From an optimization exercise on the open Yosys and OpenROAD flow, aimed at small area, a short achievable clock period and few clock cycles; shortcuts taken in it are not production practice. Function was checked by simulation only, so behaviour that the tests miss may differ from the original. Power is estimated from default activity; no workload was simulated.

## CHIP
module CHIP(clk,
            rst_n,
            mem_wen_D,
            mem_addr_D,
            mem_wdata_D,
            mem_rdata_D,
            mem_addr_I,
            mem_rdata_I);
Size in the first run: roughly 160 I/O pins, about 77000 um^2 of cells after synthesis.
==> flow/config.mk <==
export PLATFORM = sky130hd
export DESIGN_NAME = CHIP
export DESIGN_NICKNAME = CHIP
export VERILOG_FILES = /design/flow/design.v
export SDC_FILE = /design/flow/constraint.sdc
export NUM_CORES = 8
export LEC_CHECK = 0
export CAP_MARGIN = 20
export CORE_MARGIN = 2
export CORE_UTILIZATION = 30
export SETUP_SLACK_MARGIN = 1.0
export SLEW_MARGIN = 20
==> flow/constraint.sdc <==
create_clock -name core_clock -period 12.0 [get_ports {clk}]
set_input_delay 2.4000 -clock core_clock [delete_from_list [all_inputs] [get_ports {clk}]]
set_output_delay 2.4000 -clock core_clock [all_outputs]
set_load 0.01 [all_outputs]
standard.sh (not shown) runs the stock make flow with config.mk's settings and CLKGATE_MAP_FILE= SYNTH_SCRIPT=/design/flow/synth_recipe.tcl, a recipe that flattens the netlist after the stock synthesis.
==> flow/flow/run.sh <==
#!/bin/bash
set -euo pipefail
bash standard.sh SETUP_SLACK_MARGIN=8 finish > standard_make.log 2>&1
The starting point passed the timing, design-rule and antenna checks.
Testbench counts at the start, summed over its fixed seeds: cycles 27,649.
Change:
--- a/flow/design.v
+++ b/flow/design.v
@@ -16,13 +16,13 @@
     reg  [31:0] pcF;
     reg         vD;
     reg  [31:0] irD, pcD;
     reg         vE, killE;
     reg  [ 4:0] rdE;
     reg         wenE, loadE, storeE, brE, jalrE, mdE, divE;
-    reg         brGE, brLT;
+    reg         brGE, brLT, off4E, off8E;
     reg         subE;
     reg         selAddE, selAndE, selOrE, selXorE, selSltE, selSllE, selSrlE;
     reg  [31:0] opAE, opBE, sdE;
     reg         wenM, loadM, storeM;
     reg  [ 4:0] rdM;
     reg  [31:0] resM, sdM;
@@ -44,12 +44,14 @@
     wire isJALR  = (opc == 5'b11001);
     wire isBR    = (opc == 5'b11000);
     wire opLogic = (f3D == 3'b111) || (f3D == 3'b110);
     wire isMD    = isOP & irD[25] & ~opLogic;
     wire isDIV   = (f3D == 3'b100);
     wire brSelf  = isBR & (rs1D == rs2D);
+    wire off4D   = ~irD[31] & ~irD[7] & (irD[30:25] == 6'd0) & (irD[11:8] == 4'd2);
+    wire off8D   = ~irD[31] & ~irD[7] & (irD[30:25] == 6'd0) & (irD[11:8] == 4'd4);
     wire usesRs1  = isOP | isOPIMM | isLOAD | isSTORE | isJALR | (isBR & ~brSelf);
     wire usesRs2  = isOP | isSTORE | (isBR & ~brSelf);
     wire writesRd = (isOP | isOPIMM | isLOAD | isAUIPC | isJAL | isJALR) & (rdD != 5'd0);
     wire [31:0] immI = {{20{irD[31]}}, irD[31:20]};
     wire [31:0] immS = {{20{irD[31]}}, irD[31:25], irD[11:7]};
     wire [31:0] immB = {{20{irD[31]}}, irD[7], irD[30:25], irD[11:8], 1'b0};
@@ -92,27 +94,28 @@
     wire mdDepU  = mdPend &
                    ((usesRs1 & (mdRd == rs1D)) | (usesRs2 & (mdRd == rs2D)) | (writesRd & (mdRd == rdD)));
     wire stallD  = vD & (loadUse | mdDepE | mdDepU);
     wire        takenE;
     wire [31:0] aluSum;
     wire        mdReplay;
-    wire        redirE = vEff & (jalrE | (brE & takenE) | mdReplay);
+    wire        redirE = vEff & (jalrE | (brE & takenE & ~off4E & ~off8E) | mdReplay);
+    wire        skipD  = vEff & brE & takenE & off8E;
     wire [31:0] redirTgtE = jalrE ? aluSum : sdE;
-    wire        redirD = vD & (isJAL | brSelf) & ~stallD;
+    wire        redirD = vD & (isJAL | (brSelf & ~off4D)) & ~stallD;
     wire [31:0] tgtD   = pcD + (irD[3] ? immJ : immB);
     always @(posedge clk or negedge rst_n) begin
         if (!rst_n) begin
             pcF <= 32'h00010000;
             vD  <= 1'b0;
         end
         else begin
-            if (redirE)       pcF <= redirTgtE;
-            else if (redirD)  pcF <= tgtD;
-            else if (!stallD) pcF <= pcF + 32'd4;
-            if (redirE | redirD) vD <= 1'b0;
-            else if (!stallD)    vD <= 1'b1;
+            if (redirE)                pcF <= redirTgtE;
+            else if (redirD & ~skipD)  pcF <= tgtD;
+            else if (!stallD)          pcF <= pcF + 32'd4;
+            if (redirE | (redirD & ~skipD) | (skipD & stallD)) vD <= 1'b0;
+            else if (!stallD)                                  vD <= 1'b1;
         end
     end
     always @(posedge clk) begin
         if (!stallD) begin
             irD <= mem_rdata_I;
             pcD <= pcF;
@@ -129,13 +132,13 @@
             brE <= 1'b0;
             jalrE <= 1'b0;
             mdE <= 1'b0;
         end
         else begin
             vE     <= goE;
-            killE  <= redirE;
+            killE  <= redirE | skipD;
             wenE   <= goE & writesRd;
             loadE  <= goE & isLOAD;
             storeE <= goE & isSTORE;
             brE    <= goE & isBR & ~brSelf;
             jalrE  <= goE & isJALR;
             mdE    <= goE & isMD;
@@ -143,12 +146,14 @@
     end
     always @(posedge clk) begin
         rdE   <= rdD;
         divE  <= isDIV;
         brGE  <= (f3D == 3'b101);
         brLT  <= (f3D == 3'b100);
+        off4E <= off4D;
+        off8E <= off8D;
         subE  <= dSub | dSlt | isMD;
         selAddE <= dAdd;
         selAndE <= dAnd;
         selOrE  <= dOr;
         selXorE <= dXor;
         selSltE <= dSlt;
What happened: The new run completed without violations; routed wire length drops by 1.0%; total power drops by 1.7%; non-clock buffer count drops by 16; first-iteration DRC count drops by 1.4%; area after synthesis barely changes; utilization drops by 0.41 points; global-route usage drops by 0.38 points; combinational power drops by about 3%; setup slack improved by 190 ps; via count drops by 1.9%; design area drops by 1.1%; synthesized cell count climbs by 0.70%; worst hold slack is about the same; clock skew climbs by 14 ps.
Testbench counts after the change, summed over its fixed seeds: cycles 27,056.

* * *

Another version of the RTL of CHIP (not shown whole).
Size: ~7,400 cells after synthesis, about 160 I/O pins, roughly 0.079 mm2 of cells after synthesis.
==> module muldiv, before the edit <==
module muldiv(clk, rst_n, start, div, swap, rd, wen, a, b, ack, busy, done, rdOut, wenOut, res);
    input         clk, rst_n;
    input         start, div, swap, wen, ack;
    input  [ 4:0] rd;
    input  [31:0] a, b;
    output        busy, done;
    output [ 4:0] rdOut;
    output        wenOut;
    output [31:0] res;
    localparam IDLE = 3'd0, MUL = 3'd1, NORM = 3'd2, DIV = 3'd3, DONE = 3'd4;
    reg  [ 2:0] st;
    reg  [31:0] x;       
    reg  [31:0] y;       
    reg  [32:0] p;       
    reg  [31:0] c;       
    reg  [ 4:0] cnt;
    reg  [ 4:0] rdq;
    reg         wenq, isDiv;
    assign busy   = (st != IDLE);
    assign done   = (st == DONE);
    assign rdOut  = rdq;
    assign wenOut = wenq;
    assign res    = isDiv ? c : (p[31:0] + c);
    wire [31:0] pp0 = y[0] ? x : 32'd0;
    wire [31:0] pp1 = y[1] ? {x[30:0], 1'b0} : 32'd0;
    wire [31:0] s1 = p[31:0] ^ c ^ pp0;
    wire [31:0] c1 = {(p[30:0] & c[30:0]) | (p[30:0] & pp0[30:0]) | (c[30:0] & pp0[30:0]), 1'b0};
    wire [31:0] s2 = s1 ^ c1 ^ pp1;
    wire [31:0] c2 = {(s1[30:0] & c1[30:0]) | (s1[30:0] & pp1[30:0]) | (c1[30:0] & pp1[30:0]), 1'b0};
    wire [31:0] pp2 = y[2] ? {x[29:0], 2'b0} : 32'd0;
    wire [31:0] s3 = s2 ^ c2 ^ pp2;
    wire [31:0] c3 = {(s2[30:0] & c2[30:0]) | (s2[30:0] & pp2[30:0]) | (c2[30:0] & pp2[30:0]), 1'b0};
    wire [31:0] pp3 = y[3] ? {x[28:0], 3'b0} : 32'd0;
    wire [31:0] s4 = s3 ^ c3 ^ pp3;
    wire [31:0] c4 = {(s3[30:0] & c3[30:0]) | (s3[30:0] & pp3[30:0]) | (c3[30:0] & pp3[30:0]), 1'b0};
    wire [31:0] xNext = {x[27:0], 4'b0000};
    wire [31:0] yNext = {4'b0000, y[31:4]};
    wire        mulLast = (yNext == 32'd0) | (xNext == 32'd0);
    wire [32:0] xOp = {33{~p[32]}} ^ {1'b0, x};           
    wire [33:0] difC = {p, 1'b1} + {xOp, ~p[32]};         
    wire [32:0] dif = difC[33:1];
    wire        qbit = ~dif[32];
    wire [31:0] qNext = {c[30:0], qbit};
    wire        divLast = (cnt == 5'd0);
    wire [31:0] sm;
    assign sm[31] = p[31];    
    genvar g;
    generate
        for (g = 30; g >= 0; g = g - 1) begin : smear
            assign sm[g] = sm[g+1] | p[g];
        end
    endgenerate
    wire can1 = ~x[31] & ((({x[30:0], 1'b0}) & ~sm) == 32'd0);
    wire can4 = (x[31:28] == 4'd0) & ((({x[27:0], 4'b0}) & ~sm) == 32'd0);
    always @(posedge clk or negedge rst_n) begin
        if (!rst_n) st <= IDLE;
        else begin
            case (st)
                IDLE: if (start) st <= div ? NORM : MUL;
                MUL:  if (mulLast) st <= DONE;
                NORM: if (!can1 && divLast) st <= DONE;
                      else if (!can1) st <= DIV;
                DIV:  if (divLast) st <= DONE;
                DONE: if (ack) st <= IDLE;
                default: st <= IDLE;
            endcase
        end
    end
    always @(posedge clk) begin
        case (st)
            IDLE: begin
                cnt <= 5'd0;
                rdq <= rd;
                wenq <= wen;
                isDiv <= div;
                c <= 32'd0;
                if (div) begin
                    p <= {1'b0, a};
                    x <= b;
                    y <= b;
                end
                else begin
                    p <= 33'd0;
                    x <= swap ? b : a;
                    y <= swap ? a : b;
                end
            end
            MUL: begin
                p <= {1'b0, s4};
                c <= c4;
                x <= xNext;
                y <= yNext;
            end
            NORM, DIV: begin
                if (st == NORM && can4) begin
                    x <= {x[27:0], 4'b0};
                    cnt <= cnt + 5'd4;
                end
                else if (st == NORM && can1) begin
                    x <= {x[30:0], 1'b0};
                    cnt <= cnt + 5'd1;
                end
                else begin
                    p <= dif;
                    c <= qNext;
                    x <= {1'b0, x[31:1]};
                    cnt <= cnt - 5'd1;
                end
                y <= yNext;      
            end
            default: begin
                x <= xNext;      
                y <= yNext;
            end
        endcase
    end
endmodule
Settings: LEC_CHECK=0, CAP_MARGIN=20, CORE_MARGIN=2, CORE_UTILIZATION=30, CTS_CLUSTER_DIAMETER=60, CTS_CLUSTER_SIZE=25, SETUP_SLACK_MARGIN=1.0, SLEW_MARGIN=20; clock period 12.0 ns.
==> flow/flow/run.sh <==
#!/bin/bash
set -euo pipefail
bash standard.sh SETUP_SLACK_MARGIN=8 "BUFFER_PORTS_ARGS=-buffer_cell sky130_fd_sc_hd__buf_4" finish > standard_make.log 2>&1
Testbench counts at the start, summed over its fixed seeds: cycles 24,858.
Then changed:
--- a/flow/design.v
+++ b/flow/design.v
@@ -300,15 +300,12 @@
     wire [31:0] s2 = s1 ^ c1 ^ pp1;
     wire [31:0] c2 = {(s1[30:0] & c1[30:0]) | (s1[30:0] & pp1[30:0]) | (c1[30:0] & pp1[30:0]), 1'b0};
     wire [31:0] pp2 = y[2] ? {x[29:0], 2'b0} : 32'd0;
     wire [31:0] s3 = s2 ^ c2 ^ pp2;
     wire [31:0] c3 = {(s2[30:0] & c2[30:0]) | (s2[30:0] & pp2[30:0]) | (c2[30:0] & pp2[30:0]), 1'b0};
-    wire [31:0] pp3 = y[3] ? {x[28:0], 3'b0} : 32'd0;
-    wire [31:0] s4 = s3 ^ c3 ^ pp3;
-    wire [31:0] c4 = {(s3[30:0] & c3[30:0]) | (s3[30:0] & pp3[30:0]) | (c3[30:0] & pp3[30:0]), 1'b0};
-    wire [31:0] xNext = {x[27:0], 4'b0000};
-    wire [31:0] yNext = {4'b0000, y[31:4]};
+    wire [31:0] xNext = {x[28:0], 3'b000};
+    wire [31:0] yNext = {3'b000, y[31:3]};
     wire        mulLast = (yNext == 32'd0) | (xNext == 32'd0);
     wire [32:0] xOp = {33{~p[32]}} ^ {1'b0, x};           
     wire [33:0] difC = {p, 1'b1} + {xOp, ~p[32]};         
     wire [32:0] dif = difC[33:1];
     wire        qbit = ~dif[32];
@@ -356,12 +353,12 @@
                     x <= swap ? b : a;
                     y <= swap ? a : b;
                 end
             end
             MUL: begin
-                p <= {1'b0, s4};
-                c <= c4;
+                p <= {1'b0, s3};
+                c <= c3;
                 x <= xNext;
                 y <= yNext;
             end
             NORM, DIV: begin
                 if (st == NORM && can4) begin
The new run produced a clean layout.
Non-clock buffer count rises by 6.
Synthesized cell count goes down by 0.43%.
Global-route usage is lower by 1.0 points.
Sequential power rises by about 2.7%.
Setup slack improves by 0.039 ns.
Die area hardly moves.
First-iteration DRC count is lower by about 5%.
Design area climbs by about 0.9%.
Testbench counts after the change, summed over its fixed seeds: cycles 25,056.

## what the ideal ports hide
In the flow no input, the clock included, has a driving cell. The finished layouts below were timed again as built, in two steps. Step 1: set_driving_cell puts a clkbuf_16 on clk and a buf_2 on each other input, an assumption about the parent block. Step 2, shift: input delay + t, output delay - t, t = (earliest + latest rising clock arrival at the registers) / 2. This alone moves slack from input paths to output paths. a / b / c = no drivers / after step 1 / after step 2; a / b = the first two.
run	shift t [ns]	setup slack, ns	worst setup path after step 2	clock arrival spread, ns
the first run of note 1	0.944	7.645 / 7.645 / 6.851	input to register	0.077 / 0.078
the second run of note 1	0.915	7.832 / 7.811 / 7.088	input to register	0.092 / 0.092
the first run of note 2	0.916	7.776 / 7.776 / 7.152	input to register	0.124 / 0.124
the second run of note 2	0.938	7.815 / 7.815 / 6.960	input to register	0.083 / 0.082
After both steps setup and hold are still met in every run listed. The setup slack of the second run of note 2, which loses most, moves by 0.000 ns with the drivers and by -0.855 ns with both steps.
